Context: an optimization exercise on an open-source flow, tuned for small area and a short achievable clock period. The choices shown serve that exercise and are no tape-out recipe. In this exercise RTL edits were held to simulation tests only and were not proved equivalent to the original.

## flow/design.v (module list and top-level ports; edited modules follow where they fit)
// module pipelined_array_multiplier: 3542 lines
// module mul_fa: 10 lines
// module mul_bpp: 10 lines
// module mul_bpp0: 8 lines
// module mul_ha: 9 lines
// module mul_xnor: 7 lines
// module mul_inv: 6 lines
// module mul_nand2: 7 lines
// module mul_nor2: 7 lines
// module mul_xor2: 7 lines
// module mul_aoi21: 8 lines
// module mul_oai21: 8 lines
// module mul_or: 7 lines
module pipelined_array_multiplier (
    input  logic        clk_i,
    input  logic        clk_en_i,
    input  logic        rst_n_i,
    input  logic [31:0] multiplicand_i,
    input  logic [31:0] multiplier_i,
    input  logic        data_valid_i,
    output logic [63:0] product_o,
    output logic        data_valid_o
);
  // ...
==> flow/flow/run.sh <==
#!/bin/bash
# Layout flow: the standard ORFS flow (standard.sh) with the standard
# synthesis unchanged, plus
#  - after floorplan, combinational cells downsized to their smallest drive
#    strength (flow/downsize.tcl), so that area is only spent where timing
#    repair asks for it;
#  - optionally, timing repair also right after detailed placement
#    (flow/place_repair.tcl);
#  - optionally a chosen buffer cell for the port buffers.
# Settings are in flow/settings.sh. Each tool's output goes to a log here.
set -euo pipefail
cd "$(dirname "$0")/.."
W=$PWD
source flow/settings.sh
args=()
if [[ "$DOWNSIZE" != "none" ]]; then
  args+=("POST_FLOORPLAN_TCL=$W/flow/downsize.tcl" "DOWNSIZE_FAMILIES=$DOWNSIZE")
fi
args+=("SETUP_SLACK_MARGIN=$SETUP_MARGIN")
if [[ "${PLACE_REPAIR:-0}" == 1 ]]; then
  args+=("POST_DETAIL_PLACE_TCL=$W/flow/place_repair.tcl")
fi
if [[ -n "$PORT_BUFFER" ]]; then
  args+=("BUFFER_PORTS_ARGS=-buffer_cell $PORT_BUFFER")
fi
args+=($EXTRA)
bash standard.sh synth > flow_synth.log 2>&1
bash standard.sh "${args[@]}" finish > flow_layout.log 2>&1
==> flow/flow/downsize.tcl <==
# Downsize combinational cells to the smallest drive strength of their
# family (same function and footprint). Timing repair later sizes the
# critical ones back up. Registers and clock cells are left alone.
# DOWNSIZE_FAMILIES: space-separated family names (e.g. a22oi), or "all".
set families [expr {[info exists ::env(DOWNSIZE_FAMILIES)] ? $::env(DOWNSIZE_FAMILIES) : "all"}]
set skip {^(dfxtp|dfxbp|dfrtp|dfrbp|dfstp|dfbbp|dfsbp|dfrtn|dfbbn|edfxtp|edfxbp|sdf.*|sedf.*|dl.*|clk.*|conb|tap.*|fill.*|decap.*|diode.*|probe.*|lpflow.*)$}
set smallest [dict create]
set count 0
foreach inst [get_cells *] {
  set ref [get_property $inst ref_name]
  if {![regexp {^sky130_fd_sc_hd__(.+)_(\d+)$} $ref -> fam drive]} { continue }
  if {[regexp $skip $fam]} { continue }
  if {$families ne "all" && [lsearch -exact $families $fam] < 0} { continue }
  if {![dict exists $smallest $fam]} {
    set best ""
    set best_area 1e9
    foreach lc [get_lib_cells sky130_fd_sc_hd__${fam}_*] {
      set name [get_property $lc name]
      if {![regexp "^sky130_fd_sc_hd__${fam}_\\d+\$" $name]} { continue }
      if {[get_property $lc dont_use]} { continue }
      set a [get_property $lc area]
      if {$a < $best_area} { set best $name; set best_area $a }
    }
    dict set smallest $fam $best
  }
  set to [dict get $smallest $fam]
  if {$to ne "" && $to ne $ref} {
    replace_cell $inst $to
    incr count
  }
}
puts "downsize: replaced $count cells"
==> flow/flow/place_repair.tcl <==
log_cmd estimate_parasitics -placement
repair_timing_helper -setup
detailed_placement
optimize_mirroring
log_cmd estimate_parasitics -placement
==> flow/flow/settings.sh <==
SETUP_MARGIN=7.55
DOWNSIZE="all"
PORT_BUFFER=sky130_fd_sc_hd__buf_2
PLACE_REPAIR=0
EXTRA="CTS_CLUSTER_SIZE=30 CTS_CLUSTER_DIAMETER=100 CORE_UTILIZATION=55 TNS_END_PERCENT=0"
==> flow/standard.sh <==
#!/bin/bash
# synth_recipe.tcl (not shown) runs the flow's synth.tcl, then flattens the netlist and writes it again
# the make line also repeats each setting of config.mk as NAME=value (left out here)
make -C /OpenROAD-flow-scripts/flow DESIGN_CONFIG=/design/flow/config.mk WORK_HOME=/design/flow/orfs CLKGATE_MAP_FILE= SYNTH_SCRIPT=/design/flow/synth_recipe.tcl "${@:-finish}"
==> flow/config.mk <==
export PLATFORM = sky130hd
export DESIGN_NAME = pipelined_array_multiplier
export DESIGN_NICKNAME = pipelined_array_multiplier
export VERILOG_FILES = /design/flow/design.v
export SDC_FILE = /design/flow/constraint.sdc
export NUM_CORES = 4
export LEC_CHECK = 0
export CAP_MARGIN = 20
export CORE_MARGIN = 2
export CORE_UTILIZATION = 40
export SLEW_MARGIN = 20
export SYNTH_HIERARCHICAL = 1
export SYNTH_MINIMUM_KEEP_SIZE = 0
==> flow/constraint.sdc <==
create_clock -name core_clock -period 11.0 [get_ports {clk_i}]
set_input_delay 2.2000 -clock core_clock [delete_from_list [all_inputs] [get_ports {clk_i}]]
set_output_delay 2.2000 -clock core_clock [all_outputs]
set_load 0.01 [all_outputs]
==> flow_summary_export.csv, run 1 <==
group,metric,value,unit
drt,vias,26679,
layout,n_all_inverters,73,
layout,drive_gt1_share,11.97,%
synthesis,ys_ff_latch,324,
layout,reg_top3,"r0_q x177, p_q x64, a_q x32",
layout,final_cell_mix,"xor2_1, a22oi_1, fa_1",
place,hpwl,77930,µm
clock_network,cts_made_buffers,19,
drt,drt_first_pass_iters,5,
layout,nFillCells,5577,
floorplan,die_w,260.1,µm
floorplan,nWellTaps,855,
drt,wl,123900,µm
drt,ant_nets,0,
layout,clk_share,1.725,%
synthesis,synth_area,36070,µm²
synthesis,synth_fa_ha_area_share,26.58,%
worst_setup_path,timing.critical_path.mode_cell,"fa_1",
worst_setup_path,reg2reg_slack,7.41,ns
floorplan,rows,93,
worst_setup_path,worstSetupEndpointType,"register",
global_routing,grt_pass1_wl,182700,µm
run,maxCapViolCount,0,
layout,seq_share,26.28,%
drt,drtIter0Drc,3793,
synthesis,yosysUniqueCellTypes,20,
layout,area.growth.synth_to_final,2.313,%
layout,largest_class,"multi-input gates",
worst_setup_path,critPathRequiredTime,11.31,ns
synthesis,synth_commonest_cells,"xor2_1, a22oi_2, fa_1, edfxtp_1, nand2_1",
status,status,"finished clean",
==> run 2, diff against run 1 <==
==> flow/flow/settings.sh (replaced) <==
SETUP_MARGIN=7.55
DOWNSIZE="all"
PORT_BUFFER=sky130_fd_sc_hd__buf_2
PLACE_REPAIR=0
EXTRA="CTS_CLUSTER_SIZE=30 CTS_CLUSTER_DIAMETER=100 CORE_UTILIZATION=55 TNS_END_PERCENT=20"
==> run 2 against run 1 <==
Core utilization increased by 0.052 points; critical path type unchanged; design area is essentially flat; cell count up 0.13%; largest cell class unchanged; via count is 0.37% lower; critical path depth unchanged; still clean on timing, DRC and antenna; routed wire length is 0.13% lower; hold slack worse by 0.0046 ns.
==> flow_summary_export.csv, run 2 <==
group,metric,value,unit
timing,clock_skew,0.03492,ns
synthesis,synth_top_area_share,26.72,%
timing,rsz0062_at_grt,"true",
synthesis,yosysTopAreaCell,"edfxtp_1",
place,placed_area,35350,µm²
clock_network,cts_buffer_depth,3,
drt,vias_per_cell,6.685,
global_routing,antenna_found_initial,6,
clock_network,cts.htree.levels,1,
synthesis,synth_edf_count,321,
run,maxCapViolCount,0,
worst_setup_path,critPathRequiredTime,11.32,ns
synthesis,synth_seq_area_share,26.89,%
drt,drtIter0Drc,3502,
global_routing,grt_pass1_wl,182800,µm
drt,vias,26580,
worst_setup_path,worstSetupEndpointType,"register",
clock_network,clk_pin_slew_worst_paths,0.10,ns
synthesis,yosysUniqueCellTypes,20,
synthesis,synth_area_leaders,"edfxtp_1, fa_1, a22oi_2",
drt,drt_first_pass_iters,7,
synthesis,synth_most_common_cell,"xor2_1",
timing,maxSlewViolCount,0,
global_routing,track_usage,36.83,%
layout,final_common_cell,"xor2_1",
place,port-buffer-count,132,
timing,fin_setup_tns,0,ns
synthesis,synth_area,36070,µm²
worst_setup_path,setup.worst_path.start_class,"register",
timing,slew_headroom,18.87,%
layout,final_cell_mix,"xor2_1, a22oi_1, fa_1",
place,hpwl,79460,µm
clock_network,cts_made_buffers,22,
floorplan,io_pins,133,
layout,nFillCells,5509,
status,status,"finished clean",
drt,wl,123700,µm
drt,ant_nets,0,
layout,largest_reg_flops,177,
worst_setup_path,critPathKind,"register to register",
floorplan,rows,93,
place,place_congestion,1.037,
synthesis,synth_ff_type,"edfxtp_1",
timing,setup_viol,0,
floorplan,fp.dieArea,67650,µm²
drt,drc_errors,0,
synthesis,synth-async-reset-ratio,0,%
layout,area.growth.synth_to_final,2.407,%
layout,drive_gt1_share,11.13,%
global_routing,grt-ovfl-total,0,
synthesis,avgSynthCellArea,12.62,µm²
worst_setup_path,worstPathMaxFanout,33,
floorplan,initial_core_util,55.76,%
global_routing,grt_max_degree,108,
layout,postLayoutCellArea,36940,µm²
clock_network,cts_root_buf,"clkbuf_16",
synthesis,syn_inst,2858,
layout,reg_top3,"r0_q x177, p_q x64, a_q x32",
timing,fin_crit_sh,32.32,%
layout,largest-register,"r0_q",
timing,period_minus_slack,3.555,ns
timing,hold_viol,0,
drt,routedWlPerCell,31.12,µm
global_routing,grt_pass1_vias,28776,
synthesis,ys_ff_latch,324,
timing,max_freq,281.3,MHz
synthesis,synth_commonest_cells,"xor2_1, a22oi_2, fa_1, edfxtp_1, nand2_1",
worst_setup_path,crit_arrival,3.87,ns
layout,fin_nets,3656,
worst_hold_path,hold_class,"register to register",
floorplan,fp.coreArea,64700,µm²
floorplan,die_height,260.1,µm
clock_network,cts.sinks,324,
clock_network,hold_buffers,0,
timing,tightest_slew,1.204,ns
synthesis,synthesis.nets,3411,
synthesis,ys_warn_count,7,
clock_network,cts_tree,"yes",
floorplan,die_w,260.1,µm
clock_network,clk_latency,0.59,ns
==> run 2: worst paths after layout <==
path / end / cells past startpoint / from / slack (ns)
worst max-delay path: r0_q[92]$_DFFE_PP_ / 7 / a_q[27]$_DFFE_PP_ / 7.44
worst min-delay path: v_q[0]$_SDFFE_PN0P_ / 2 / v_q[0]$_SDFFE_PN0P_ / 0.53
worst max register to register: r0_q[92]$_DFFE_PP_ / 7 / a_q[27]$_DFFE_PP_ / 7.44
worst min register to register: v_q[0]$_SDFFE_PN0P_ / 2 / v_q[0]$_SDFFE_PN0P_ / 0.53
==> run 2: logic make-up (layout without fill, tap and decap cells) <==
family                     Yosys count  in the layout  share of synthesized area (%)
AOI/OAI and AO/OA                  809            809                          23.19
xor gates and xnor gates           705            705                          17.12
adders and majority gates          485            485                          26.58
buffers and inverters               77            337                         0.8359
DFF                                324            324                          26.89
muxes                                3              3                        0.08324
other                                0              3                              0
and+or+nand+nor                    455            455                          5.307
==> run 2: what timing repair did <==
action / in CTS / in global routing
setup buffers: 6 / 2
endpoints found under the setup margin: 320 / 266
endpoints found under the hold margin: 0 / 0
resized for setup: 101 / 102
pin swaps: 5 / 4
==> run 2: final cells by class <==
cell class	count	area, µm²	area share, %
timing repair buffer	225	1572	4.254
sequential	324	9699	26.25
tap	855	1070	2.896
inverter	73	274.0	0.7417
multi-input combinational	2457	23470	63.53
clock buffer	25	583.1	1.578
clock inverter	14	267.8	0.7248
antenna	3	7.507	0.02032
==> run 2: modules after synthesis, one instance, submodules excluded <==
module | times used | area, µm²
mul_inv | 57 | 3.754
mul_bpp | 496 | 21.27
mul_oai21 | 140 | 5.005
mul_bpp0 | 32 | 12.51
mul_ha | 16 | 12.51
mul_nand2 | 143 | 3.754
mul_xnor | 41 | 8.758
mul_or | 41 | 6.256
pipelined_array_multiplier | 1 | 10370
mul_fa | 469 | 20.02
mul_aoi21 | 158 | 8.758
mul_xor2 | 121 | 8.758
mul_nor2 | 173 | 3.754
==> run 2: worst max-delay path, stage by stage, from the launching register on <==
cell,delay [ns]
edfxtp_1,0.33
buf_4,0.53
a22oi_1,0.22
xor2_1,0.19
fa_1,0.42
fa_1,0.53
fa_1,0.56
fa_1,0.47
==> run 2: per-layer routing <==
metal | global-route usage (%) | share of wire, % | vias to the layer above
met5 | 0 | 0.027 | -
met2 | 56.89 | 45 | 2108
met3 | 11.25 | 13 | 511
met4 | 16.79 | 5.4 | 4
li1 | - | - | 10693
met1 | 47.81 | 37 | 13264
==> run 2: per-stage QoR <==
step	worst slack (ns)	instances	util, %	hold slack, ns
after floorplan	7.253	2858	-	0.4824
after global placement	6.802	3926	54.64	0.5030
after detailed placement	6.742	3926	54.64	0.5098
after CTS	7.389	3971	56.61	0.5329
after global routing	7.357	3973	57.09	0.5583
final	7.445	3976	57.10	0.5280
==> run 3, diff against run 2 <==
==> flow/flow/settings.sh (replaced) <==
SETUP_MARGIN=7.55
DOWNSIZE="all"
PORT_BUFFER=sky130_fd_sc_hd__buf_2
PLACE_REPAIR=0
EXTRA="CORE_UTILIZATION=55"
==> run 3 against run 2 <==
Global-route usage is essentially flat; non-clock buffer count is 3 higher; critical endpoint is now r0_q[53]$_DFFE_PP_; synthesized cell count did not move; critical path depth unchanged; still clean; largest cell class unchanged; routed wire length shrank 0.16%.
==> flow_summary_export.csv, run 3 <==
group,metric,value,unit
status,status,"finished clean",
floorplan,fp.coreArea,64700,µm²
layout,largest-register,"r0_q",
worst_hold_path,hold_class,"register to register",
drt,drt_first_pass_iters,6,
worst_setup_path,crit_path_max_incr_delay,0.57,ns
synthesis,synth_most_common_cell,"xor2_1",
worst_setup_path,setup.worst_path.start_class,"register",
synthesis,synth_edf_count,321,
layout,final_cell_mix,"xor2_1, a22oi_1, fa_1",
timing,maxSlewViolCount,0,
place,place_ws,6.260,ns
synthesis,synth_area,36070,µm²
worst_setup_path,cp_top_family,"adder cells",
synthesis,synthesis.nets,3411,
worst_setup_path,critPathKind,"register to register",
timing,setup_viol,0,
worst_setup_path,r2r-end,"r0_q[53]$_DFFE_PP_",
global_routing,grt_pass1_wl,182000,µm
synthesis,synth_ff_type,"edfxtp_1",
worst_setup_path,reg2reg_slack,7.53,ns
layout,fin_nets,3676,
synthesis,synth-async-reset-ratio,0,%
synthesis,ys_ff_latch,324,
global_routing,grt_pass1_vias,28885,
clock_network,cts.sinks,324,
clock_network,clk_pin_slew_worst_paths,0.06,ns
timing,period_minus_slack,3.474,ns
floorplan,die_w,260.1,µm
layout,largest_reg_flops,177,
global_routing,antenna_found_initial,1,
global_routing,grt-ovfl-total,0,
worst_setup_path,ff2ff_path_depth,7,
worst_hold_path,min_from,"v_q[2]$_SDFFE_PN0P_",
floorplan,initial_core_util,55.76,%
worst_hold_path,hold_depth,2,
layout,area.growth.synth_to_final,5.733,%
worst_setup_path,critPathBufInv,1,
timing,hold_viol,0,
clock_network,cts_tree,"yes",
layout,drive_gt1_share,15.07,%
drt,vias_per_cell,6.658,
clock_network,cts_made_buffers,39,
timing,setup_ws,7.526,ns
timing,clock_skew,0.01910,ns
layout,final_common_cell,"xor2_1",
layout,multi_input_comb_area,24000,µm²
place,hpwl,77360,µm
layout,reg_top3,"r0_q x177, p_q x64, a_q x32",
layout,fin_cells,4008,
layout,regArea,9699,µm²
floorplan,rows,93,
clock_network,clk_latency,0.59,ns
synthesis,synth_area_leaders,"edfxtp_1, fa_1, a22oi_2",
floorplan,io_pins,133,
worst_setup_path,path_cells,"clkbuf_8 -> a22oi_1 -> xor2_1 -> fa_1 -> fa_1 -> fa_1 -> fa_1",
synthesis,yosysUniqueCellTypes,20,
timing,fin_setup_tns,0,ns
timing,tightest_slew,0.7972,ns
place,dpl.cell_count,3926,
place,port-buffer-count,132,
floorplan,fp.dieArea,67650,µm²
timing,fin_crit_sh,31.58,%
drt,wl,123500,µm
worst_setup_path,slowest_stage,"fa_1",
clock_network,cts_buffer_depth,3,
worst_setup_path,critPathRequiredTime,11.28,ns
synthesis,avgSynthCellArea,12.62,µm²
timing,max_freq,287.8,MHz
worst_hold_path,hold_path_end,"v_q[2]$_SDFFE_PN0P_",
run,maxCapViolCount,0,
worst_setup_path,reg2reg_from,"a_q[2]$_DFFE_PP_",
drt,ant_nets,0,
synthesis,synth_commonest_cells,"xor2_1, a22oi_2, fa_1, edfxtp_1, nand2_1",
worst_setup_path,crit_arrival,3.75,ns
synthesis,synth_top_area_share,26.72,%
global_routing,track_usage,36.88,%
timing,slew_headroom,46.50,%
drt,routedWlPerCell,30.82,µm
drt,vias,26684,
drt,drc_errors,0,
synthesis,synth_seq_area_share,26.89,%
drt,drtIter0Drc,3514,
global_routing,grt_max_degree,76,
synthesis,ys_warn_count,7,
place,place_congestion,1.010,
worst_setup_path,worstPathMaxFanout,33,
worst_setup_path,timing.critical_path.mode_cell,"fa_1",
synthesis,syn_inst,2858,
synthesis,yosysTopAreaCell,"edfxtp_1",
clock_network,cts_root_buf,"clkbuf_16",
timing,rsz0062_at_grt,"true",
floorplan,die_height,260.1,µm
clock_network,cts.htree.levels,2,
layout,nFillCells,5516,
worst_setup_path,worstSetupEndpointType,"register",
run 3: cell counts after synthesis:
Identical to the previous run, type by type.
run 3: area by class of cell:
cell class                      count  share of cell area (%)
Antenna cell                        2                 0.01312
Clock buffer                       46                   2.683
Clock inverter                     23                  0.6593
Inverter                           73                  0.7184
Multi-Input combinational cell   2457                   62.91
Sequential cell                   324                   25.43
Tap cell                          855                   2.805
Timing Repair Buffer              228                   4.783
run 3: how the worst max path moves through the flow:
stage / endpoint / slack (ns) / cells past startpoint / startpoint
after floorplan: r0_q[79]$_DFFE_PP_ / 7.25 / 6 / a_q[28]$_DFFE_PP_
after detailed placement: p_q[4]$_DFFE_PP_ / 6.26 / 3 / clk_en_i
after CTS: p_q[51]$_DFFE_PP_ / 7.52 / 11 / r0_q[77]$_DFFE_PP_
final: r0_q[53]$_DFFE_PP_ / 7.53 / 7 / a_q[2]$_DFFE_PP_
after global placement: p_q[2]$_DFFE_PP_ / 6.37 / 3 / clk_en_i
after global routing: p_q[51]$_DFFE_PP_ / 7.45 / 11 / r0_q[77]$_DFFE_PP_
run 3: cell families after synthesis:
kind of cell	share of synthesized area [%]
compound gates	23.19
xor+xnor	17.12
fa+ha+maj	26.58
simple gates	5.307
flops	26.89
buf+inv	0.8359
mux	0.08324
run 3: worst register-to-register path: cells and delay by family (launching register included):
family                     cells  cell delay, ns
adders and majority gates      4            1.94
xor gates and xnor gates       1            0.24
AOI/OAI and AO/OA              1            0.33
DFF                            1            0.37
buffers and inverters          1            0.30
run 3: per-layer routing:
metal / global-route usage (%) / part of all wire [%] / vias up / wire length, µm
li1: - / - / 10743 / -
met1: 47.02 / 36 / 13260 / 45000
met2: 55.72 / 44 / 2130 / 54760
met3: 12.90 / 13 / 551 / 16440
met4: 18.95 / 5.9 / 0 / 7342
met5: 0 / 0 / - / 0
run 3: modules after synthesis, one instance, submodules excluded, a selection:
module / cells inside / times used / flops+latches / cell area (µm²)
mul_fa: 1 / 469 / 0 / 20.02
mul_ha: 1 / 16 / 0 / 12.51
mul_xnor: 1 / 41 / 0 / 8.758
mul_aoi21: 1 / 158 / 0 / 8.758
mul_or: 1 / 41 / 0 / 6.256
mul_oai21: 1 / 140 / 0 / 5.005
mul_nand2: 1 / 143 / 0 / 3.754
mul_nor2: 1 / 173 / 0 / 3.754
mul_inv: 1 / 57 / 0 / 3.754
run 3: timing repair:
| item | 4_1_cts | 5_1_grt |
|---|---|---|
| endpoints found under the hold margin | 0 | 0 |
| setup endpoints to repair | 234 | 202 |
| pin swaps | 10 | 26 |
| hold buffers | 0 | 0 |
| resized for setup | 165 | 259 |
| buffers inserted | 4 | 7 |
| gates cloned | 0 | 0 |
run 3: stage by stage:
step / util, % / cell area [µm²] / hold slack [ns]
4_1_cts: 57.58 / 37260 / 0.5359
6_report: 58.96 / 38140 / 0.5313
3_3_place_gp: 54.64 / 35350 / 0.4978
2_1_floorplan: - / 36540 / 0.4824
3_5_place_dp: 54.64 / 35350 / 0.5272
5_1_grt: 58.95 / 38140 / 0.5775
==> run 4, diff against run 3 <==
==> flow/flow/settings.sh (replaced) <==
SETUP_MARGIN=7.55
DOWNSIZE="all"
PORT_BUFFER=sky130_fd_sc_hd__buf_2
PLACE_REPAIR=0
EXTRA="CTS_CLUSTER_SIZE=20 CTS_CLUSTER_DIAMETER=60 CORE_UTILIZATION=55"
==> run 4 against run 3 <==
Still clean on timing, DRC and antenna; hold slack about the same; clock-buffer cell count decreased by 9; flip-flop and latch count unchanged; setup slack lost 0.014 ns; maximum frequency shrank 0.41%; design area about the same; die area unchanged; clock skew rose by 0.0018 ns; non-clock buffer count is 3 higher.
==> flow_summary_export.csv, run 4 <==
group,metric,value,unit
status,status,"finished clean",
drt,wl,123000,µm
drt,routedWlPerCell,30.73,µm
place,dpl.cell_count,3926,
timing,rsz0062_at_grt,"true",
clock_network,cts_tree,"yes",
timing,max_freq,286.7,MHz
global_routing,grt_pass1_vias,28885,
global_routing,grt_pass1_wl,181500,µm
drt,vias,26773,
worst_hold_path,hold_class,"register to register",
worst_setup_path,critPathKind,"register to register",
global_routing,grt_max_degree,76,
floorplan,fp.dieArea,67650,µm²
drt,drt_first_pass_iters,6,
floorplan,rows,93,
worst_setup_path,critPathRequiredTime,11.30,ns
clock_network,clk_pin_slew_worst_paths,0.08,ns
run,maxCapViolCount,0,
worst_setup_path,worstSetupEndpointType,"register",
layout,largest-register,"r0_q",
synthesis,ys_warn_count,7,
timing,fin_crit_sh,31.71,%
layout,regArea,9699,µm²
timing,maxSlewViolCount,0,
worst_setup_path,worstPathMaxFanout,4,
clock_network,clk_latency,0.57,ns
floorplan,fp.coreArea,64700,µm²
synthesis,yosysTopAreaCell,"edfxtp_1",
global_routing,antenna_found_initial,1,
floorplan,die_height,260.1,µm
synthesis,synth_most_common_cell,"xor2_1",
timing,setup_ws,7.511,ns
worst_setup_path,slowest_stage,"fa_2",
drt,ant_nets,0,
timing,tightest_slew,0.7378,ns
layout,multi_input_comb_area,24020,µm²
layout,drive_gt1_share,15.25,%
synthesis,synth_edf_count,321,
timing,hold_viol,0,
synthesis,synthesis.nets,3411,
drt,vias_per_cell,6.687,
layout,reg_top3,"r0_q x177, p_q x64, a_q x32",
synthesis,yosysUniqueCellTypes,20,
place,port-buffer-count,132,
place,place_congestion,1.010,
clock_network,cts_buffer_depth,3,
worst_setup_path,crit_arrival,3.79,ns
layout,nFillCells,5521,
clock_network,cts.htree.levels,2,
drt,drc_errors,0,
layout,area.growth.synth_to_final,5.771,%
layout,largest_reg_flops,177,
layout,post-route-util,58.98,%
synthesis,synth-async-reset-ratio,0,%
worst_setup_path,path_cells,"xnor2_2 -> fa_2 -> fa_2 -> xor2_4 -> a21oi_2 -> o21ai_2 -> a21oi_2 -> buf_4 -> o21ai_4 -> a21oi_1 -> o21ai_1 -> xor2_1",
floorplan,io_pins,133,
layout,fin_cells,4004,
clock_network,cts.sinks,324,
clock_network,cts_made_buffers,35,
clock_network,hold_buffers,0,
synthesis,avgSynthCellArea,12.62,µm²
layout,final_cell_mix,"xor2_1, a22oi_1, fa_1",
synthesis,synth_seq_area_share,26.89,%
worst_setup_path,crit_path_max_incr_delay,0.59,ns
worst_setup_path,setup.worst_path.start_class,"register",
timing,period_minus_slack,3.489,ns
synthesis,synth_commonest_cells,"xor2_1, a22oi_2, fa_1, edfxtp_1, nand2_1",
global_routing,grt-ovfl-total,0,
synthesis,synth_area_leaders,"edfxtp_1, fa_1, a22oi_2",
synthesis,synth_ff_type,"edfxtp_1",
place,place_ws,6.260,ns
place,hpwl,77360,µm
timing,fin_setup_tns,0,ns
synthesis,syn_inst,2858,
floorplan,die_w,260.1,µm
worst_setup_path,critPathBufInv,1,
drt,drtIter0Drc,3566,
floorplan,initial_core_util,55.76,%
synthesis,synth_area,36070,µm²
synthesis,ys_ff_latch,324,
layout,final_common_cell,"xor2_1",
timing,slew_headroom,50.30,%
synthesis,synth_top_area_share,26.72,%
layout,fin_nets,3675,
timing,setup_viol,0,
timing,clock_skew,0.02088,ns
global_routing,track_usage,36.76,%
worst_setup_path,cp_top_family,"adder cells",
clock_network,cts_root_buf,"clkbuf_16",
## run 4: cell counts after synthesis
Identical to the previous run, type by type.
## run 4: metal layers
layer  vias to the layer above  part of all wire [%]  GRT usage [%]
met2                      2157                    44          55.25
li1                      10749                     -              -
met3                       554                    13          12.98
met5                         -                     0        0.07123
met1                     13313                    36          46.76
met4                         0                   6.1          19.60
## run 4: layout make-up
cell class | instances | area share, %
multi-input cells | 2457 | 62.94
flip-flops and latches | 324 | 25.42
repair buffers | 231 | 4.892
well taps | 855 | 2.804
clock buffers | 37 | 2.427
clock inverters | 26 | 0.7935
inverters | 73 | 0.7181
diodes | 1 | 0.006558
## run 4: timing repair
| action | CTS | global route |
|---|---|---|
| pin swaps | 9 | 29 |
| endpoints found under the setup margin | 232 | 213 |
| gates resized for setup | 159 | 280 |
| setup buffers | 2 | 12 |
| hold endpoints to repair | 0 | 0 |
## run 4: per-module statistics from Yosys (local to each module, per instance), a selection
module	cell area, µm²	flip-flops and latches
mul_oai21	5.005	0
mul_bpp0	12.51	0
pipelined_array_multiplier	10370	324
mul_ha	12.51	0
mul_xor2	8.758	0
mul_nand2	3.754	0
mul_aoi21	8.758	0
## run 4: tightest hold or removal path, stage by stage (launching register included)
cell,delay [ns]
dfxtp_1,0.31
mux2i_1,0.12
nor2b_1,0.06
## run 4: kinds of logic after synthesis
logic type | synth area share, %
adders and majority gates | 26.58
xor gates and xnor gates | 17.12
DFF | 26.89
AOI/OAI and AO/OA | 23.19
buffers and inverters | 0.8359
and+or+nand+nor | 5.307
muxes | 0.08324
## run 4: metrics by stage
| step | instance area, µm² | hold slack [ns] |
|---|---|---|
| final | 38160 | 0.5312 |
| after global routing | 38150 | 0.5801 |
| after CTS | 37160 | 0.5381 |
| after detailed placement | 35350 | 0.5272 |
| after global placement | 35350 | 0.4978 |
| after floorplan | 36540 | 0.4824 |
## run 4: path summary, 6_finish.rpt
check | start | slack, ns | end | cells past startpoint
max reg2reg | r0_q[108]$_DFFE_PP_ | 7.51 | p_q[57]$_DFFE_PP_ | 12
min | v_q[2]$_SDFFE_PN0P_ | 0.53 | v_q[2]$_SDFFE_PN0P_ | 2
max | r0_q[108]$_DFFE_PP_ | 7.51 | p_q[57]$_DFFE_PP_ | 12
min reg2reg | v_q[2]$_SDFFE_PN0P_ | 0.53 | v_q[2]$_SDFFE_PN0P_ | 2
==> run 5, diff against run 4 <==
==> flow/flow/settings.sh (replaced) <==
SETUP_MARGIN=7.55
DOWNSIZE="all"
PORT_BUFFER=sky130_fd_sc_hd__buf_2
PLACE_REPAIR=0
EXTRA="CTS_CLUSTER_SIZE=35 CTS_CLUSTER_DIAMETER=100 CORE_UTILIZATION=55"
==> run 5 against run 4 <==
Routed wire length decreased by 0.33%; hold slack improved by 0.0051 ns; die area unchanged; critical endpoint is now p_q[45]$_DFFE_PP_.
==> flow_summary_export.csv, run 5 <==
group,metric,value,unit
status,status,"finished clean",
layout,largest_reg_flops,177,
floorplan,rows,93,
synthesis,synth_area,36070,µm²
floorplan,fp.coreArea,64700,µm²
clock_network,cts_tree,"yes",
synthesis,synth_compound_area_share,23.19,%
global_routing,grt_pass1_vias,28794,
timing,setup_ws,7.513,ns
clock_network,cts_buffer_depth,3,
worst_setup_path,critPathRequiredTime,11.32,ns
place,place_congestion,1.010,
drt,drt_first_pass_iters,8,
timing,whs,0.5364,ns
synthesis,yosysUniqueCellTypes,20,
worst_setup_path,crit_arrival,3.81,ns
synthesis,synth_most_common_cell,"xor2_1",
worst_setup_path,reg2reg_from,"r0_q[90]$_DFFE_PP_",
timing,slew_headroom,48.73,%
layout,reg_top3,"r0_q x177, p_q x64, a_q x32",
synthesis,synth-async-reset-ratio,0,%
worst_setup_path,worstSetupEndpointType,"register",
synthesis,synth_edf_count,321,
drt,wl,122600,µm
synthesis,synthSimpleGateAreaFrac,5.307,%
global_routing,grt_pass1_wl,181300,µm
worst_setup_path,path_cells,"or2_0 -> fa_1 -> fa_2 -> xor2_4 -> nand2_1 -> nor2_2 -> nand2_1 -> nor2_4 -> nand2_1 -> o21ai_2 -> xor2_1",
run,maxCapViolCount,0,
worst_setup_path,crit_path_max_incr_delay,0.62,ns
timing,clock_skew,0.03725,ns
place,port-buffer-count,132,
timing,maxSlewViolCount,0,
drt,routedWlPerCell,30.86,µm
synthesis,synth_seq_area_share,26.89,%
worst_setup_path,slowest_stage,"fa_2",
layout,largest-register,"r0_q",
place,place_ws,6.260,ns
layout,area.growth.synth_to_final,4.519,%
layout,final_common_cell,"xor2_1",
clock_network,cts_made_buffers,21,
worst_setup_path,setup.worst_path.start_class,"register",
worst_setup_path,reg2reg_slack,7.51,ns
clock_network,clk_latency,0.61,ns
clock_network,cts_root_buf,"clkbuf_16",
worst_hold_path,hold_class,"register to register",
timing,fin_setup_tns,0,ns
worst_setup_path,worstPathMaxFanout,4,
global_routing,grt_max_degree,76,
drt,ant_nets,0,
clock_network,cts.sinks,324,
synthesis,avgSynthCellArea,12.62,µm²
layout,antennaDiodeCount,0,
worst_setup_path,timing.critical_path.mode_cell,"nand2_1",
drt,vias,26672,
timing,max_freq,286.8,MHz
synthesis,synth_mux_area_share,0.08324,%
worst_setup_path,startpoint,"r0_q[90]$_DFFE_PP_",
floorplan,initial_core_util,55.76,%
synthesis,synth_fa_ha_area_share,26.58,%
drt,vias_per_cell,6.713,
worst_setup_path,critPathKind,"register to register",
synthesis,synth_top_family_by_area,"adder cells",
timing,tightest_slew,0.7610,ns
layout,nFillCells,5543,
drt,drc_errors,0,
synthesis,synthesis.nets,3411,
floorplan,die_height,260.1,µm
synthesis,ys_warn_count,7,
synthesis,ys_ff_latch,324,
synthesis,syn_inst,2858,
worst_hold_path,hold_depth,2,
layout,fin_nets,3656,
timing,hold_viol,0,
timing,fin_crit_sh,31.70,%
worst_setup_path,r2r-end,"p_q[45]$_DFFE_PP_",
global_routing,antenna_found_initial,1,
floorplan,io_pins,133,
place,hpwl,77360,µm
synthesis,synth_top_area_share,26.72,%
global_routing,grt-ovfl-total,0,
worst_hold_path,hold_path_end,"v_q[2]$_SDFFE_PN0P_",
floorplan,fp.dieArea,67650,µm²
worst_setup_path,ff2ff_path_depth,11,
timing,rsz0062_at_grt,"true",
floorplan,die_w,260.1,µm
drt,drtIter0Drc,3579,
timing,period_minus_slack,3.487,ns
synthesis,synth_ff_type,"edfxtp_1",
worst_hold_path,min_from,"v_q[2]$_SDFFE_PN0P_",
layout,drive_gt1_share,14.34,%
clock_network,clk_pin_slew_worst_paths,0.10,ns
synthesis,yosysTopAreaCell,"edfxtp_1",
layout,final_cell_mix,"xor2_1, a22oi_1, fa_1",
layout,post-route-util,58.28,%
timing,setup_viol,0,
global_routing,track_usage,36.60,%
synthesis,synth_area_leaders,"edfxtp_1, fa_1, a22oi_2",
synthesis,synth_xor_area_share,17.12,%
synthesis,synth_commonest_cells,"xor2_1, a22oi_2, fa_1, edfxtp_1, nand2_1",
clock_network,cts.htree.levels,1,
==> run 5: cell counts after synthesis <==
No cell type changed its count.
==> run 5: logic make-up (layout without fill, tap and decap cells) <==
| kind of cell | Yosys count | in the layout |
|---|---|---|
| DFF | 324 | 324 |
| xor gates and xnor gates | 705 | 705 |
| and+or+nand+nor | 455 | 455 |
| adders and majority gates | 485 | 485 |
| buffers and inverters | 77 | 337 |
| muxes | 3 | 3 |
| AOI/OAI and AO/OA | 809 | 809 |
==> run 5: layer usage <==
metal	vias to the layer above	GRT usage (%)	wire length, µm
li1	10693	-	-
met1	13289	46.90	45260
met2	2166	55.74	54440
met3	524	12.50	16150
met4	0	17.75	6776
met5	-	0	0
==> run 5: area by class of cell <==
cell class / instances / area, µm² / share of cell area, %
Clock inverter: 17 / 295.3 / 0.7831
Sequential cell: 324 / 9699 / 25.72
Multi-Input combinational cell: 2457 / 23980 / 63.60
Clock buffer: 21 / 525.5 / 1.394
Timing Repair Buffer: 226 / 1862 / 4.938
Inverter: 73 / 274.0 / 0.7267
Tap cell: 855 / 1070 / 2.837
==> run 5: worst max path at each step <==
stage / end / cells after the start
floorplan: r0_q[79]$_DFFE_PP_ / 6
global placement: p_q[2]$_DFFE_PP_ / 3
detailed placement: p_q[4]$_DFFE_PP_ / 3
CTS: p_q[48]$_DFFE_PP_ / 10
global route: p_q[45]$_DFFE_PP_ / 11
finish: p_q[45]$_DFFE_PP_ / 11
==> run 5: worst max-delay path, delay by kind of cell (launching register included) <==
kind / cells / cell delay, ns
and+or+nand+nor: 6 / 1.11
xor gates and xnor gates: 2 / 0.38
AOI/OAI and AO/OA: 1 / 0.21
DFF: 1 / 0.41
adders and majority gates: 2 / 1.11
==> run 5: Yosys stat by module, one instance, submodules excluded, excerpt <==
module	flops+latches	times used	area, µm²	cells
mul_xor2	0	121	8.758	1
pipelined_array_multiplier	324	1	10370	443
mul_nand2	0	143	3.754	1
mul_bpp0	0	32	12.51	2
mul_or	0	41	6.256	1
mul_ha	0	16	12.51	1
mul_inv	0	57	3.754	1
mul_fa	0	469	20.02	1
mul_xnor	0	41	8.758	1
==> run 5: metrics by stage <==
stage | cell area, µm² | instances
2_1_floorplan | 36540 | 2858
3_5_place_dp | 35350 | 3926
6_report | 37700 | 3973
5_1_grt | 37700 | 3973
4_1_cts | 36760 | 3967
3_3_place_gp | 35350 | 3926
==> run 5: what timing repair did <==
item	4_1_cts	5_1_grt
resized for setup	153	284
hold buffers	0	0
setup endpoints to repair	232	197
setup buffers	3	6
pin swaps	10	26
==> run 6, diff against run 5 <==
==> flow/flow/settings.sh (replaced) <==
SETUP_MARGIN=7.55
DOWNSIZE="all"
PORT_BUFFER=sky130_fd_sc_hd__buf_2
PLACE_REPAIR=0
EXTRA="CTS_CLUSTER_SIZE=30 CTS_CLUSTER_DIAMETER=100 CORE_UTILIZATION=55"
==> run 6 against run 5 <==
Still clean; die area is the same; maximum frequency grew 1.7%; synthesized cell count is the same; hold slack is essentially flat; design area shrank 0.38%; first-iteration DRC count shrank 3.4%; setup slack gained 0.059 ns; critical path type unchanged; critical endpoint is now r0_q[31]$_DFFE_PP_; highest routed layer unchanged.
==> flow_summary_export.csv, run 6 <==
group,metric,value,unit
clock_network,cts_root_buf,"clkbuf_16",
timing,fin_crit_sh,31.16,%
worst_setup_path,reg2reg_slack,7.57,ns
global_routing,grt_pass1_vias,28730,
place,place_ws,6.260,ns
worst_setup_path,worstSetupEndpointType,"register",
clock_network,cts.htree.levels,1,
run,maxCapViolCount,0,
clock_network,clk_latency,0.60,ns
timing,max_freq,291.7,MHz
synthesis,synth_most_common_cell,"xor2_1",
timing,rsz0062_at_grt,"true",
global_routing,track_usage,36.52,%
worst_setup_path,crit_arrival,3.77,ns
timing,clock_skew,0.04477,ns
worst_setup_path,r2r-end,"r0_q[31]$_DFFE_PP_",
drt,ant_nets,0,
worst_setup_path,path_cells,"buf_6 -> a22oi_1 -> xor2_1 -> fa_1 -> fa_1 -> fa_2 -> fa_1",
layout,final_common_cell,"xor2_1",
global_routing,grt_max_degree,76,
layout,post-route-util,58.06,%
place,port-buffer-count,132,
clock_network,clk_pin_slew_worst_paths,0.11,ns
drt,drc_errors,0,
timing,maxSlewViolCount,0,
drt,vias,26493,
place,hpwl,77360,µm
floorplan,fp.dieArea,67650,µm²
floorplan,die_height,260.1,µm
place,dpl.cell_count,3926,
timing,tightest_slew,0.8048,ns
floorplan,io_pins,133,
global_routing,grt-ovfl-total,0,
floorplan,fp.coreArea,64700,µm²
floorplan,rows,93,
drt,routedWlPerCell,30.81,µm
synthesis,synth-async-reset-ratio,0,%
layout,area.growth.synth_to_final,4.124,%
timing,period_minus_slack,3.428,ns
worst_setup_path,worstPathMaxFanout,32,
clock_network,cts_tree,"yes",
synthesis,yosysTopAreaCell,"edfxtp_1",
synthesis,synth_seq_area_share,26.89,%
global_routing,grt_pass1_wl,181000,µm
timing,setup_viol,0,
layout,largest-register,"r0_q",
synthesis,synth_commonest_cells,"xor2_1, a22oi_2, fa_1, edfxtp_1, nand2_1",
worst_setup_path,critPathKind,"register to register",
floorplan,initial_core_util,55.76,%
layout,antennaDiodeCount,0,
drt,vias_per_cell,6.668,
worst_setup_path,crit_path_max_incr_delay,0.63,ns
timing,fin_setup_tns,0,ns
synthesis,synth_area_leaders,"edfxtp_1, fa_1, a22oi_2",
layout,drive_gt1_share,14.30,%
worst_hold_path,hold_class,"register to register",
global_routing,antenna_found_initial,1,
worst_setup_path,critPathBufInv,1,
drt,drt_first_pass_iters,8,
drt,drtIter0Drc,3458,
layout,largest_reg_flops,177,
layout,final_cell_mix,"xor2_1, a22oi_1, fa_1",
worst_setup_path,worstSetupPathDepth,7,
worst_setup_path,ff2ff_path_depth,7,
synthesis,synth_area,36070,µm²
worst_hold_path,min_from,"v_q[2]$_SDFFE_PN0P_",
place,place_congestion,1.010,
worst_setup_path,setup.worst_path.start_class,"register",
layout,fin_nets,3658,
synthesis,avgSynthCellArea,12.62,µm²
synthesis,synth_top_area_share,26.72,%
layout,fin_cells,3973,
drt,wl,122400,µm
timing,slew_headroom,45.99,%
timing,hold_viol,0,
worst_setup_path,critPathRequiredTime,11.34,ns
synthesis,yosysUniqueCellTypes,20,
worst_setup_path,cp_top_family,"adder cells",
worst_setup_path,slowest_stage,"fa_2",
clock_network,cts_made_buffers,20,
synthesis,synth_edf_count,321,
worst_setup_path,crit_end,"r0_q[31]$_DFFE_PP_",
timing,setup_ws,7.572,ns
worst_setup_path,reg2reg_from,"one_q[6]$_DFFE_PP_",
synthesis,syn_inst,2858,
clock_network,cts_buffer_depth,3,
clock_network,cts.sinks,324,
synthesis,synthesis.nets,3411,
status,status,"finished clean",
worst_setup_path,startpoint,"one_q[6]$_DFFE_PP_",
synthesis,ys_ff_latch,324,
floorplan,die_w,260.1,µm
worst_setup_path,timing.critical_path.mode_cell,"fa_1",
synthesis,ys_warn_count,7,
layout,reg_top3,"r0_q x177, p_q x64, a_q x32",
synthesis,synth_ff_type,"edfxtp_1",
-- run 6: cell counts after synthesis --
Identical to the previous run, type by type.
-- run 6: Yosys stat by module (local to each module, per instance), excerpt --
module,cells inside,cell area [µm²]
mul_ha,1,12.51
mul_xnor,1,8.758
mul_oai21,1,5.005
mul_bpp,2,21.27
mul_nand2,1,3.754
mul_xor2,1,8.758
mul_inv,1,3.754
mul_bpp0,2,12.51
mul_aoi21,1,8.758
mul_or,1,6.256
pipelined_array_multiplier,443,10370
-- run 6: logic make-up after synthesis --
logic type               Yosys count  share of synthesized area, %
multiplexers                       3                       0.08324
buffers and inverters             77                        0.8359
XOR/XNOR                         705                         17.12
adder cells (fa/ha/maj)          485                         26.58
AO/OA/AOI/OAI                    809                         23.19
AND/OR/NAND/NOR                  455                         5.307
flip-flops                       324                         26.89
-- run 6: metal layers --
metal,vias to the layer above,GRT usage (%),wire length [µm]
met5,-,0,0
met4,0,17.46,6870
met3,528,12.44,16490
met2,2105,55.61,54410
met1,13169,46.95,44620
li1,10691,-,-
-- run 6: layout make-up --
| type | count | area (µm²) |
|---|---|---|
| Clock buffer | 22 | 529.3 |
| Clock inverter | 13 | 142.6 |
| Fill cell | 5569 | 27130 |
| Inverter | 73 | 274.0 |
| Multi-Input combinational cell | 2457 | 24010 |
| Sequential cell | 324 | 9699 |
| Tap cell | 855 | 1070 |
| Timing Repair Buffer | 229 | 1842 |
-- run 6: worst min-delay path by stage --
stage / end / cells past startpoint
2_1_floorplan: v_q[0]$_SDFFE_PN0P_ / 2
3_3_place_gp: v_q[1]$_SDFFE_PN0P_ / 2
3_5_place_dp: v_q[2]$_SDFFE_PN0P_ / 2
4_1_cts: v_q[2]$_SDFFE_PN0P_ / 2
5_1_grt: v_q[0]$_SDFFE_PN0P_ / 2
6_report: v_q[2]$_SDFFE_PN0P_ / 2
-- run 6: worst register-to-register path: cells and delay by family, from the launching register on --
family / cells / cell delay [ns]
buf+inv: 1 / 0.38
fa+ha+maj: 4 / 2.07
compound gates: 1 / 0.21
flops: 1 / 0.35
xor+xnor: 1 / 0.19
-- run 6: timing repair --
action	CTS	global route
pin swaps	8	27
gates cloned	0	0
hold buffers	0	0
resized for setup	146	284
buffers inserted	4	8
setup endpoints to repair	233	192
hold endpoints to repair	0	0
-- run 6: per-stage QoR --
| step | hold slack, ns | area [µm²] |
|---|---|---|
| after CTS | 0.5400 | 36570 |
| after global routing | 0.5823 | 37560 |
| final | 0.5361 | 37560 |
| after detailed placement | 0.5272 | 35350 |
| after global placement | 0.4978 | 35350 |
| after floorplan | 0.4824 | 36540 |
==> run 7, diff against run 6 <==
==> flow/flow/settings.sh (replaced) <==
SETUP_MARGIN=7.5
DOWNSIZE="all"
PORT_BUFFER=sky130_fd_sc_hd__buf_2
PLACE_REPAIR=0
EXTRA="CTS_CLUSTER_SIZE=30 CTS_CLUSTER_DIAMETER=100 CORE_UTILIZATION=55"
==> run 7 against run 6 <==
Routed wire length rose by 2.2%; clock-buffer cell count is the same; setup slack worse by 0.049 ns; clock skew shrank 0.0025 ns; via count up 0.52%; sequential share of layout area is 0.24 points higher; critical endpoint is now r0_q[62]$_DFFE_PP_.
==> flow_summary_export.csv, run 7 <==
group,metric,value,unit
status,status,"finished clean",
layout,largest_reg_flops,177,
synthesis,synth_area,36070,µm²
synthesis,synth_xor_area_share,17.12,%
worst_setup_path,path_cells,"buf_6 -> a22oi_1 -> xor2_1 -> fa_1 -> fa_1 -> fa_1 -> fa_1",
global_routing,grt-ovfl-total,0,
global_routing,track_usage,37.23,%
clock_network,clk_latency,0.60,ns
synthesis,ys_warn_count,7,
synthesis,synth_fa_ha_area_share,26.58,%
synthesis,synth_area_leaders,"edfxtp_1, fa_1, a22oi_2",
global_routing,antenna_found_initial,1,
layout,antennaDiodeCount,0,
synthesis,synth_top_family_by_area,"adder cells",
drt,drtIter0Drc,3777,
clock_network,cts_root_buf,"clkbuf_16",
synthesis,yosysUniqueCellTypes,20,
floorplan,fp.coreArea,64700,µm²
worst_setup_path,ff2ff_path_depth,7,
synthesis,synth_top_area_share,26.72,%
place,place_congestion,0.9972,
layout,drive_gt1_share,12.38,%
worst_setup_path,setup.worst_path.start_class,"register",
synthesis,synth_seq_area_share,26.89,%
synthesis,synthSimpleGateAreaFrac,5.307,%
layout,nFillCells,5571,
timing,setup_ws,7.523,ns
drt,vias,26631,
synthesis,yosysTopAreaCell,"edfxtp_1",
synthesis,synth-async-reset-ratio,0,%
layout,reg_top3,"r0_q x177, p_q x64, a_q x32",
layout,largest-register,"r0_q",
clock_network,cts_tree,"yes",
place,hpwl,79230,µm
place,port-buffer-count,132,
timing,slew_headroom,39.22,%
place,place_ws,6.794,ns
worst_setup_path,worstPathMaxFanout,32,
worst_setup_path,slowest_stage,"fa_1",
layout,final_common_cell,"xor2_1",
floorplan,die_height,260.1,µm
synthesis,synth_mux_area_share,0.08324,%
drt,wl,125100,µm
worst_setup_path,startpoint,"one_q[2]$_DFFE_PP_",
drt,drc_errors,0,
worst_hold_path,hold_depth,2,
clock_network,cts_buffer_depth,3,
place,placed_area,35340,µm²
worst_hold_path,hold_class,"register to register",
floorplan,io_pins,133,
synthesis,synth_compound_area_share,23.19,%
clock_network,clk_pin_slew_worst_paths,0.10,ns
timing,whs,0.5282,ns
worst_setup_path,reg2reg_from,"one_q[2]$_DFFE_PP_",
drt,routedWlPerCell,31.50,µm
floorplan,initial_core_util,55.76,%
timing,rsz0062_at_grt,"true",
floorplan,rows,93,
clock_network,cts.sinks,324,
timing,fin_setup_tns,0,ns
timing,max_freq,287.6,MHz
timing,fin_crit_sh,31.61,%
worst_setup_path,worstSetupPathDepth,7,
timing,hold_viol,0,
synthesis,synth_ff_type,"edfxtp_1",
clock_network,cts_made_buffers,20,
drt,ant_nets,0,
worst_setup_path,worstSetupEndpointType,"register",
drt,drt_first_pass_iters,6,
timing,period_minus_slack,3.477,ns
layout,postLayoutCellArea,37220,µm²
worst_setup_path,critPathRequiredTime,11.31,ns
synthesis,synthesis.nets,3411,
global_routing,grt_pass1_vias,28608,
layout,final_cell_mix,"xor2_1, a22oi_1, fa_1",
floorplan,die_w,260.1,µm
synthesis,synth_commonest_cells,"xor2_1, a22oi_2, fa_1, edfxtp_1, nand2_1",
timing,tightest_slew,0.9022,ns
timing,setup_viol,0,
worst_setup_path,crit_path_max_incr_delay,0.58,ns
layout,fin_nets,3656,
timing,maxSlewViolCount,0,
synthesis,avgSynthCellArea,12.62,µm²
layout,fin_cells,3972,
synthesis,synth_most_common_cell,"xor2_1",
drt,vias_per_cell,6.705,
global_routing,grt_pass1_wl,184700,µm
worst_setup_path,timing.critical_path.mode_cell,"fa_1",
layout,area.growth.synth_to_final,3.170,%
clock_network,cts.htree.levels,1,
global_routing,grt_max_degree,89,
worst_hold_path,min_from,"v_q[2]$_SDFFE_PN0P_",
worst_setup_path,critPathKind,"register to register",
worst_setup_path,critPathBufInv,1,
synthesis,ys_ff_latch,324,
place,dpl.cell_count,3924,
synthesis,synth_edf_count,321,
worst_setup_path,cp_top_family,"adder cells",
clock_network,hold_buffers,0,
synthesis,syn_inst,2858,
run,maxCapViolCount,0,
floorplan,fp.dieArea,67650,µm²
worst_setup_path,crit_arrival,3.79,ns
timing,clock_skew,0.04232,ns
==> run 7: changes by cell type in the layout (fill, tap and decap cells not counted), sizes merged <==
| cell | before | now |
|---|---|---|
| clkbuf | 25 | 23 |
| bufinv | 0 | 1 |
| clkinv | 5 | 4 |
| inv | 80 | 81 |
==> run 7: kinds of logic (layout without fill, tap and decap cells) <==
logic type               Yosys count  in the layout
AO/OA/AOI/OAI                    809            809
XOR/XNOR                         705            705
adder cells (fa/ha/maj)          485            485
buffers and inverters             77            336
flip-flops                       324            324
multiplexers                       3              3
AND/OR/NAND/NOR                  455            455
==> run 7: worst min-delay path, stage by stage (launching register included) <==
cell	delay, ns
dfxtp_1	0.32
mux2i_1	0.11
nor2b_1	0.06
==> run 7: per-layer routing <==
layer	share of wire, %	vias up	wire length [µm]	GRT usage (%)
met3	13	430	16450	11.45
met2	45	2182	55680	56.70
li1	-	10691	-	-
met5	0.0088	-	11	0.2137
met1	37	13326	46740	49.31
met4	5.0	2	6248	16.10
==> run 7: cell type report <==
cell class | count | area (µm²) | area share [%]
Clock inverter | 14 | 225.2 | 0.6051
Clock buffer | 22 | 529.3 | 1.422
Timing Repair Buffer | 227 | 1687 | 4.532
Sequential cell | 324 | 9699 | 26.06
Multi-Input combinational cell | 2457 | 23730 | 63.77
Inverter | 73 | 274.0 | 0.7362
Tap cell | 855 | 1070 | 2.874
==> run 7: final timing paths <==
check / end / slack, ns
worst min-delay path: v_q[2]$_SDFFE_PN0P_ / 0.53
worst max register to register: r0_q[62]$_DFFE_PP_ / 7.52
worst max-delay path: r0_q[62]$_DFFE_PP_ / 7.52
worst min register to register: v_q[2]$_SDFFE_PN0P_ / 0.53
==> run 7: timing repair <==
item                                    CTS  global route
pin swaps                                 3            15
resized for setup                        86           198
buffers inserted                          1            11
endpoints found under the setup margin  156           227
==> run 7: modules after synthesis, one instance, submodules excluded, a selection <==
module | cells inside | times used
mul_bpp | 2 | 496
mul_bpp0 | 2 | 32
mul_fa | 1 | 469
mul_ha | 1 | 16
mul_inv | 1 | 57
mul_nand2 | 1 | 143
mul_nor2 | 1 | 173
mul_oai21 | 1 | 140
mul_or | 1 | 41
mul_xnor | 1 | 41
mul_xor2 | 1 | 121
==> run 7: per-stage QoR <==
stage / utilization, %
3_5_place_dp: 54.62
5_1_grt: 57.53
3_3_place_gp: 54.62
6_report: 57.53
2_1_floorplan: -
4_1_cts: 56.34
==> run 8, diff against run 7 <==
==> flow/flow/settings.sh (replaced) <==
SETUP_MARGIN=7.6
DOWNSIZE="all"
PORT_BUFFER=sky130_fd_sc_hd__buf_2
PLACE_REPAIR=0
EXTRA="CTS_CLUSTER_SIZE=30 CTS_CLUSTER_DIAMETER=100 CORE_UTILIZATION=55"
==> run 8 against run 7 <==
Largest cell class unchanged; maximum frequency increased by 1.7%; still clean; cell count increased by 0.25%; highest routed layer is now met4; flip-flop and latch count unchanged.
==> flow_summary_export.csv, run 8 <==
group,metric,value,unit
synthesis,avgSynthCellArea,12.62,µm²
floorplan,die_height,260.1,µm
global_routing,grt-ovfl-total,0,
synthesis,ys_ff_latch,324,
timing,setup_viol,0,
synthesis,synth_edf_count,321,
synthesis,synth_top_area_share,26.72,%
synthesis,synth_mux_area_share,0.08324,%
layout,area.growth.synth_to_final,6.201,%
global_routing,track_usage,35.85,%
place,port-buffer-count,132,
place,place_congestion,1.034,
layout,nFillCells,5550,
layout,regArea,9699,µm²
synthesis,synth_top_family_by_area,"adder cells",
timing,maxSlewViolCount,0,
timing,max_freq,292.4,MHz
worst_setup_path,crit_arrival,3.75,ns
floorplan,initial_core_util,55.76,%
synthesis,synth_fa_ha_area_share,26.58,%
drt,drc_errors,0,
floorplan,io_pins,133,
worst_setup_path,setup.worst_path.start_class,"register",
drt,ant_nets,0,
layout,reg_top3,"r0_q x177, p_q x64, a_q x32",
floorplan,rows,93,
synthesis,syn_inst,2858,
timing,whs,0.5324,ns
layout,final_common_cell,"xor2_1",
synthesis,synth_commonest_cells,"xor2_1, a22oi_2, fa_1, edfxtp_1, nand2_1",
clock_network,cts.sinks,324,
synthesis,synth_area,36070,µm²
timing,clock_skew,0.05917,ns
timing,rsz0062_at_grt,"true",
global_routing,grt_pass1_wl,178600,µm
synthesis,ys_warn_count,7,
timing,tightest_slew,0.8106,ns
synthesis,yosysUniqueCellTypes,20,
synthesis,synthSimpleGateAreaFrac,5.307,%
clock_network,cts_root_buf,"clkbuf_16",
layout,final_cell_mix,"xor2_1, a22oi_1, fa_1",
timing,slew_headroom,45.39,%
clock_network,cts_tree,"yes",
clock_network,cts.htree.levels,1,
layout,fin_nets,3669,
drt,drt_first_pass_iters,9,
worst_setup_path,critPathKind,"register to register",
synthesis,synth_seq_area_share,26.89,%
synthesis,synth_ff_type,"edfxtp_1",
synthesis,synth_area_leaders,"edfxtp_1, fa_1, a22oi_2",
clock_network,hold_buffers,0,
drt,drtIter0Drc,3255,
timing,period_minus_slack,3.420,ns
global_routing,grt_max_degree,80,
clock_network,clk_pin_slew_worst_paths,0.11,ns
drt,wl,120600,µm
synthesis,synth-async-reset-ratio,0,%
drt,vias_per_cell,6.623,
run,maxCapViolCount,0,
floorplan,die_w,260.1,µm
timing,hold_viol,0,
timing,fin_crit_sh,31.09,%
clock_network,cts_made_buffers,19,
worst_hold_path,hold_class,"register to register",
layout,antennaDiodeCount,0,
layout,drive_gt1_share,17.40,%
worst_setup_path,reg2reg_slack,7.58,ns
worst_setup_path,worstPathMaxFanout,3,
floorplan,fp.coreArea,64700,µm²
global_routing,antenna_found_initial,0,
layout,post-route-util,59.22,%
synthesis,synthesis.nets,3411,
global_routing,grt_pass1_vias,28399,
floorplan,fp.dieArea,67650,µm²
synthesis,synth_compound_area_share,23.19,%
drt,routedWlPerCell,30.29,µm
place,hpwl,76770,µm
clock_network,cts_buffer_depth,3,
layout,largest-register,"r0_q",
timing,fin_setup_tns,0,ns
synthesis,synth_most_common_cell,"xor2_1",
status,status,"finished clean",
clock_network,clk_latency,0.59,ns
worst_setup_path,critPathRequiredTime,11.33,ns
synthesis,synth_xor_area_share,17.12,%
worst_setup_path,worstSetupEndpointType,"register",
layout,multi_input_comb_area,24570,µm²
drt,vias,26374,
layout,largest_reg_flops,177,
synthesis,yosysTopAreaCell,"edfxtp_1",
## run 8: worst paths after layout
kind,from,to,cells after the start
worst max-delay path,r0_q[101]$_DFFE_PP_,p_q[55]$_DFFE_PP_,12
worst min-delay path,v_q[2]$_SDFFE_PN0P_,v_q[2]$_SDFFE_PN0P_,2
worst max register to register,r0_q[101]$_DFFE_PP_,p_q[55]$_DFFE_PP_,12
worst min register to register,v_q[2]$_SDFFE_PN0P_,v_q[2]$_SDFFE_PN0P_,2
## run 8: final cells by class
| type | instances | area share, % |
|---|---|---|
| clock buffer | 19 | 1.241 |
| clock inverter | 13 | 0.4964 |
| inverter | 73 | 0.7152 |
| multi-input combinational | 2457 | 64.12 |
| sequential | 324 | 25.32 |
| tap | 855 | 2.792 |
| timing repair buffer | 241 | 5.314 |
## run 8: critical path: stages (launching register included)
cell      delay [ns]
edfxtp_1        0.45
or2_0           0.26
fa_1            0.47
fa_2            0.67
xor2_4          0.24
buf_12          0.14
nand2_4         0.07
nor2_4          0.13
nand2_1         0.17
nor2_2          0.19
nand2_1         0.08
o21ai_2         0.20
xor2_1          0.12
## run 8: metal layers
layer / part of all wire (%) / wire (µm) / track usage [%]
met2: 44 / 53140 / 54.21
met1: 38 / 45580 / 46.56
met5: 0 / 0 / 0
met4: 5.6 / 6775 / 17.14
met3: 13 / 15130 / 12.01
## run 8: repair_timing
action / 4_1_cts / 5_1_grt
pin swaps: 13 / 58
setup buffers: 9 / 15
resized for setup: 200 / 397
setup endpoints to repair: 253 / 176
## run 8: modules after synthesis, one instance, submodules excluded, excerpt
module	flip-flops and latches	cell area, µm²
mul_oai21	0	5.005
mul_inv	0	3.754
pipelined_array_multiplier	324	10370
mul_nand2	0	3.754
mul_bpp0	0	12.51
mul_or	0	6.256
mul_xnor	0	8.758
mul_xor2	0	8.758
mul_ha	0	12.51
mul_fa	0	20.02
mul_bpp	0	21.27
## run 8: logic make-up (layout without fill, tap and decap cells)
kind of cell / after synthesis / count (layout)
XOR/XNOR: 705 / 705
flip-flops: 324 / 324
AND/OR/NAND/NOR: 455 / 455
adder cells (fa/ha/maj): 485 / 485
buffers and inverters: 77 / 346
multiplexers: 3 / 3
AO/OA/AOI/OAI: 809 / 809
## run 8: per-stage QoR
stage,std cells,worst slack [ns],area [µm²]
2_1_floorplan,2858,7.253,36550
3_3_place_gp,3926,6.433,35350
3_5_place_dp,3926,6.350,35350
4_1_cts,3967,7.534,36750
5_1_grt,3982,7.483,38310
6_report,3982,7.580,38310
==> run 9, diff against run 8 <==
==> flow/flow/settings.sh (replaced) <==
SETUP_MARGIN=7.55
DOWNSIZE="all"
PORT_BUFFER=sky130_fd_sc_hd__buf_1
PLACE_REPAIR=0
EXTRA="CTS_CLUSTER_SIZE=30 CTS_CLUSTER_DIAMETER=100 CORE_UTILIZATION=55"
==> run 9 against run 8 <==
Die area is the same; core utilization decreased by 1.2 points; still clean on timing, DRC and antenna; synthesized cell count unchanged; hold slack better by 0.0088 ns; register-to-register slack lost 0.05 ns; setup slack got worse by 0.049 ns.
==> flow_summary_export.csv, run 9 <==
group,metric,value,unit
drt,routedWlPerCell,30.65,µm
synthesis,synth_top_area_share,26.72,%
layout,final_cell_mix,"xor2_1, a22oi_1, fa_1",
synthesis,synth_area,36070,µm²
clock_network,cts_buffer_depth,3,
drt,ant_nets,0,
status,status,"finished clean",
timing,fin_crit_sh,31.54,%
floorplan,io_pins,133,
clock_network,cts.htree.levels,1,
clock_network,cts_made_buffers,18,
drt,drt_first_pass_iters,6,
synthesis,synth_area_leaders,"edfxtp_1, fa_1, a22oi_2",
global_routing,grt-ovfl-total,0,
drt,wl,121800,µm
timing,setup_viol,0,
worst_setup_path,worstSetupEndpointType,"register",
timing,hold_viol,0,
layout,largest_reg_flops,177,
timing,period_minus_slack,3.470,ns
timing,fin_setup_tns,0,ns
layout,largest-register,"r0_q",
drt,drc_errors,0,
synthesis,ys_ff_latch,324,
worst_setup_path,cp_top_family,"adder cells",
timing,maxSlewViolCount,0,
timing,rsz0062_at_grt,"true",
floorplan,fp.dieArea,67650,µm²
synthesis,synth_edf_count,321,
synthesis,avgSynthCellArea,12.62,µm²
place,dpl.cell_count,3926,
synthesis,synth_most_common_cell,"xor2_1",
run,maxCapViolCount,0,
drt,vias_per_cell,6.710,
layout,fin_cells,3974,
layout,reg_top3,"r0_q x177, p_q x64, a_q x32",
floorplan,rows,93,
clock_network,clk_pin_slew_worst_paths,0.11,ns
worst_setup_path,critPathBufInv,1,
global_routing,antenna_found_initial,5,
worst_setup_path,path_cells,"buf_6 -> a22oi_2 -> xor2_2 -> fa_1 -> fa_1 -> fa_1 -> fa_2",
layout,drive_gt1_share,10.63,%
synthesis,synth_ff_type,"edfxtp_1",
place,hpwl,78260,µm
## run 9: cell counts after synthesis
Identical to the previous run, type by type.
## run 9: modules after synthesis (local to each module, per instance), excerpt
module,cell area (µm²),flip-flops and latches
pipelined_array_multiplier,10370,324
mul_bpp,21.27,0
mul_fa,20.02,0
mul_bpp0,12.51,0
mul_or,6.256,0
mul_inv,3.754,0
mul_nor2,3.754,0
## run 9: worst register-to-register path, stage by stage, from the launching register on
cell	delay (ns)
edfxtp_1	0.35
buf_6	0.40
a22oi_2	0.20
xor2_2	0.19
fa_1	0.43
fa_1	0.51
fa_1	0.60
fa_2	0.51
## run 9: path summary, 6_finish.rpt
check                      start                  end  slack, ns  cells past startpoint
max            a_q[26]$_DFFE_PP_   r0_q[62]$_DFFE_PP_       7.53                      7
min          v_q[0]$_SDFFE_PN0P_  v_q[0]$_SDFFE_PN0P_       0.54                      2
max reg2reg    a_q[26]$_DFFE_PP_   r0_q[62]$_DFFE_PP_       7.53                      7
min reg2reg  v_q[0]$_SDFFE_PN0P_  v_q[0]$_SDFFE_PN0P_       0.54                      2
## run 9: cell type report
class / instances / area (µm²)
Fill cell: 5550 / 27170
Multi-Input combinational cell: 2457 / 24160
Sequential cell: 324 / 9699
Timing Repair Buffer: 230 / 1684
Tap cell: 855 / 1070
Clock buffer: 20 / 479.2
Inverter: 73 / 274.0
Clock inverter: 11 / 142.6
Antenna cell: 4 / 10.01
## run 9: stage by stage
step	instance area [µm²]	hold WS, ns	setup slack, ns	util (%)
final	37520	0.5412	7.530	58.00
after detailed placement	35180	0.5095	5.991	54.37
after CTS	36390	0.5364	7.550	56.25
after global placement	35180	0.4959	6.083	54.37
after global routing	37510	0.5675	7.441	57.98
after floorplan	36540	0.4824	7.253	-
## run 9: timing repair
item,4_1_cts,5_1_grt
endpoints found under the setup margin,309,222
gates resized for setup,157,309
pin swaps,8,39
setup buffers,4,9
endpoints found under the hold margin,0,0
## run 9: cells by family (layout without fill, tap and decap cells)
logic type,after synthesis,count (layout),share of synthesized area [%]
adder cells (fa/ha/maj),485,485,26.58
AND/OR/NAND/NOR,455,455,5.307
multiplexers,3,3,0.08324
AO/OA/AOI/OAI,809,809,23.19
other,0,4,0
flip-flops,324,324,26.89
buffers and inverters,77,334,0.8359
XOR/XNOR,705,705,17.12
## run 9: layer usage
| layer | GRT usage, % | vias up | share of wire, % |
|---|---|---|---|
| met5 | 0 | - | 0.011 |
| met4 | 18.92 | 2 | 6.0 |
| met3 | 12.27 | 549 | 13 |
| met2 | 56.01 | 2134 | 45 |
| met1 | 45.47 | 13277 | 36 |
| li1 | - | 10702 | - |

## port drivers added, routing unchanged
The flow's constraints put no driver on any port. The routed layouts listed below were extracted and timed again, unchanged, in two steps.
Step 1 sets driving cells, clkbuf_16 on the clock port and buf_2 on the other inputs (assumed; they add their load-dependent delay and slew).
Step 2 adds t to the input delays and takes it off the output delays; t is the mean of the earliest and latest rising clock arrival at the registers after step 1. Input paths then give back, and output paths get back, about the clock's delay inside the block.
Three values: no drivers, after step 1, after step 2; two values: the first two.
| run | t, ns | setup slack, ns | hold slack, ns | cell pins on the clock port's net |
|---|---|---|---|---|
| run 1 | 0.633 | 7.408 / 7.408 / 6.954 | 0.533 / 0.533 / 0.533 | 1 |
| run 2 | 0.638 | 7.445 / 7.445 / 6.934 | 0.528 / 0.528 / 0.528 | 1 |
| run 3 | 0.637 | 7.526 / 7.526 / 7.069 | 0.531 / 0.531 / 0.531 | 1 |
| run 4 | 0.627 | 7.511 / 7.511 / 7.093 | 0.531 / 0.531 / 0.531 | 1 |
| run 5 | 0.655 | 7.513 / 7.513 / 7.007 | 0.536 / 0.536 / 0.536 | 1 |
| run 6 | 0.645 | 7.572 / 7.536 / 7.022 | 0.536 / 0.536 / 0.536 | 1 |
| run 7 | 0.642 | 7.523 / 7.494 / 7.020 | 0.528 / 0.528 / 0.528 | 1 |
| run 8 | 0.630 | 7.580 / 7.568 / 7.176 | 0.532 / 0.532 / 0.532 | 1 |
| run 9 | 0.628 | 7.530 / 7.530 / 7.047 | 0.541 / 0.541 / 0.541 | 1 |
After both steps setup and hold are still met in every run listed. For run 6, which loses most, drivers alone change the setup slack by -0.036 ns; drivers and shift together by -0.550 ns.
